What follows belongs to an exercise in optimizing a design on an open flow for small area; a production flow would make more cautious choices. Only simulation tests tie the RTL to the original design; equivalence was not proved. No activity file was given, so power comes from the tool's default toggle rates.

==> inputs of build 15 <==
Design tpumac, start of the top module:
module tpumac
 #(parameter BITS_AB=8,
   parameter BITS_C=16)
  (
   input clk, rst_n, WrEn, en,
   input signed [BITS_AB-1:0] Ain,
   input signed [BITS_AB-1:0] Bin,
   input signed [BITS_C-1:0] Cin,
   output reg signed [BITS_AB-1:0] Aout,
   output reg signed [BITS_AB-1:0] Bout,
   output reg signed [BITS_C-1:0] Cout
  );
  wire ld0, ldn10, mn11, mn12, mn13, mn14, mn15, mn16, mn17, mn18, mn19, mn20, mn21, mn22, mn23, mn24;
  wire mn25, mn26, acc27, one28, two29, nn30, ns31, pp32, ns33, pp34, ns35, pp36, ns37, pp38, ns39, pp40;
  wire ns41, pp42, ns43, pp44, ns45, pp46, ns47, pp48, x49, one50, x51, two52, nn53, ns54, pp55, ns56;
  wire pp57, ns58, pp59, ns60, pp61, ns62, pp63, ns64, pp65, ns66, pp67, ns68, pp69, ns70, pp71, x72;
  wire one73, x74, two75, nn76, ns77, pp78, ns79, pp80, ns81, pp82, ns83, pp84, ns85, pp86, ns87, pp88;
  wire ns89, pp90, ns91, pp92, ns93, pp94, x95, one96, x97, two98, nn99, ns100, pp101, ns102, pp103, ns104;
  wire pp105, ns106, pp107, ns108, pp109, ns110, pp111, ns112, pp113, ns114, pp115, ns116, pp117, i118, i119, i120;
  wire i121, f122, f123, i124, f125, f126, i127, f128, f129, f130, f131, i132, f133, f134, f135, f136;
  wire i137, f138, f139, f140, f141, f142, f143, i144, hs145, hc146, hs147, hc148, f149, f150, f151, f152;
  wire f153, f154, f155, f156, f157, f158, f159, f160, f161, f162, f163, f164, f165, f166, f167, f168;
  wire f169, f170, f171, f172, f173, f174, f175, f176, f177, f178, f179, f180, hs181, hc182, f183, f184;
  wire f185, f186, f187, f188, hs189, hc190, f191, f192, f193, f194, f195, f196, f197, f198, f199, f200;
  wire hs201, hc202, f203, f204, f205, f206, f207, f208, f209, f210, x211, x212, g213, p214, g215, p216;
  wire g217, p218, g219, p220, g221, p222, G223, T224, G225, T226, i227, T228, T229, G230, i231, G232;
  wire G233, T234, i235, G236, T237, i240, G241, G242, G243, G244, G245, i246, G247, s249, s250, s251;
  wire s252, s253, s254, s255, s256, s257, s258;
  assign ld0 = en & WrEn;
  assign ldn10 = ~(en & WrEn);
  assign mn11 = ~((ld0 | Cout[0]) & (ldn10 | Cin[0]));
  assign mn12 = ~((ld0 | Cout[1]) & (ldn10 | Cin[1]));
  assign mn13 = ~((ld0 | Cout[2]) & (ldn10 | Cin[2]));
  assign mn14 = ~((ld0 | Cout[3]) & (ldn10 | Cin[3]));
  ...
export LEC_CHECK = 0
export CAP_MARGIN = 20
export CORE_MARGIN = 2
export CORE_UTILIZATION = 75
export GPL_TIMING_DRIVEN = 0
export SLEW_MARGIN = 20
create_clock -name core_clock -period 5.2 [get_ports {clk}]
standard.sh (not shown) runs the stock make flow with config.mk's settings and CLKGATE_MAP_FILE= SYNTH_SCRIPT=/design/flow/synth_recipe.tcl, a recipe that flattens the netlist after the stock synthesis.
==> flow/flow/run.sh <==
#!/bin/bash
# Own layout flow: the standard synthesis is run unchanged (it names the registers), then
# its combinational mapping is replaced by flow/netlist.v, the same circuit as rtl/tpumac.sv
# mapped cell for cell by gen/gen.py, after checking that both have the same registers (name
# and cell type). The rest is the standard layout, with the port buffers made of buf_1.
set -euo pipefail
R=orfs/results/${FLOW_PLATFORM}/tpumac/base
bash standard.sh synth > run_synth.log 2>&1
python3 flow/swap.py "$R/1_2_yosys.v" flow/netlist.v > run_swap.log 2>&1
rm -f "$R/1_synth.odb" "$R/1_synth.sdc"
export BUFFER_PORTS_ARGS="-buffer_cell sky130_fd_sc_hd__buf_1"
export CTS_ARGS="-sink_clustering_enable -repair_clock_nets -dont_use_dummy_load -root_buf sky130_fd_sc_hd__clkbuf_4 -buf_list {sky130_fd_sc_hd__clkbuf_4}"
bash standard.sh finish > run_finish.log 2>&1
Other scripts of this flow, unchanged in this note and not shown: flow/flow/netlist.v, flow/flow/swap.py
==> inputs of trial 83, as changes to build 15 <==
- CORE_UTILIZATION: 75 -> 70
==> summary.txt <==
metric                                              build 15        trial 83
Run status                                    finished clean  finished clean
Iteration-0 DRC count of the detailed router             162             136
Net switching power of the design                  0.00108 W       0.00103 W
Peak per-stage delay on the critical path             470 ps          420 ps
Placed insts                                             375             377
Total chip power                                   0.00220 W       0.00214 W
LEAKAGE                                              1.21 nW         1.21 nW
Final core utilization                                 0.877           0.814
Vias                                                    2368            2249
Vias in the first global route                          2441            2180
Area taken by multi-input logic gates               2010 um2        2000 um2
First drt pass iteration count                             5               4
Logic power comb                                   0.00167 W       0.00162 W
Die outline height                                   66.0 um         68.2 um

==> try-ember: inputs <==
Another version of the RTL of tpumac (not shown whole).
export LEC_CHECK = 0
export CAP_MARGIN = 20
export CORE_MARGIN = 2
export CORE_UTILIZATION = 75
export GPL_TIMING_DRIVEN = 0
export SETUP_SLACK_MARGIN = -0.1
export SLEW_MARGIN = 20
create_clock -name core_clock -period 5.2 [get_ports {clk}]
Scripts as last shown in full above: flow/flow/run.sh
Other scripts of this flow, unchanged in this note and not shown: flow/flow/netlist.v, flow/flow/swap.py
==> try-maple: changes against try-ember <==
--- a/flow/config.mk
+++ b/flow/config.mk
@@ -7,7 +7,6 @@
 export LEC_CHECK = 0
 export CAP_MARGIN = 20
 export CORE_MARGIN = 2
-export CORE_UTILIZATION = 75
+export CORE_UTILIZATION = 85
 export GPL_TIMING_DRIVEN = 0
-export SETUP_SLACK_MARGIN = -0.1
 export SLEW_MARGIN = 20
==> summary of the runs <==
try-maple stopped in global placement. try-ember finished clean.
In area after synthesis, try-ember and try-maple do not differ.
Synthesized cell count is the same in try-maple and try-ember.

==> inputs of 11-21 <==
tpumac again, from the RTL that the note above started with.
clock: 5.2 ns
lec_check: 0
cap_margin: 20
core_margin: 2
core_utilization: 60
gpl_timing_driven: 0
slew_margin: 20
Scripts as last shown in full above: flow/flow/run.sh
Other scripts of this flow, unchanged in this note and not shown: flow/flow/netlist.v, flow/flow/swap.py
==> inputs of 11-09, as changes to 11-21 <==
CORE_UTILIZATION = 75   (was 60)
==> comparison table <==
item                                                     11-09       11-21
Status                                timing/DRC/antenna clean  timing/DRC/antenna clean
Leakage power                                       0.00116 uW  0.00116 uW
Met1 demand-to-capacity share in global routing          46.7%       38.0%
Vias in the first global route                           2,643       2,383
Cell Count, Final, Fillers Out                             392         411
Clock buffers and inverters, area share                  1.11%       1.10%
Routed wire length                                     7710 um     6710 um
Post-route core utilization                              90.4%       71.7%
Met2 track utilization from global routing               65.1%       47.7%
Post-CTS resize count                                        4           2
Placed Instances                                           387         406
Fin Hold WS                                           0.509 ns    0.508 ns
Number of tapcells                                          48          67
Combinational share of power                             70.6%       70.2%
Required time at the endpoint of the critical path     5.41 ns     5.47 ns

[re-timing with driven ports]
No port has a modelled driver above. Below, the same layouts with a new extraction and two added sets of constraints.
Step 1 sets driving cells, clkbuf_16 on the clock port and buf_2 on the other inputs (assumed; they add their load-dependent delay and slew).
Step 2 also shifts input and output timing later by t, the mid clock arrival at the registers, as if the neighbouring blocks saw the same clock.
a / b / c = ideal ports / drivers / drivers and shift; a / b = the first two.
| run | t, ns | slack for setup (ns) | worst data-port slew with drivers (ns) | cell pins on the clock port's net |
|---|---|---|---|---|
| build 15 | 0.367 | 0.229 / 0.235 / -0.132 | 0.03 | 1 |
| trial 83 | 0.352 | 0.271 / 0.275 / -0.077 | 0.03 | 1 |
| try-ember | 0.356 | 0.158 / 0.160 / -0.196 | 0.06 | 1 |
| 11-21 | 0.359 | 0.235 / 0.239 / -0.120 | 0.03 | 1 |
| 11-09 | 0.353 | 0.211 / 0.212 / -0.141 | 0.06 | 1 |
Met with ideal ports but missed after step 2: setup timing in every run listed. For build 15, which loses most, drivers alone change the setup slack by +0.006 ns; drivers and shift together by -0.361 ns.
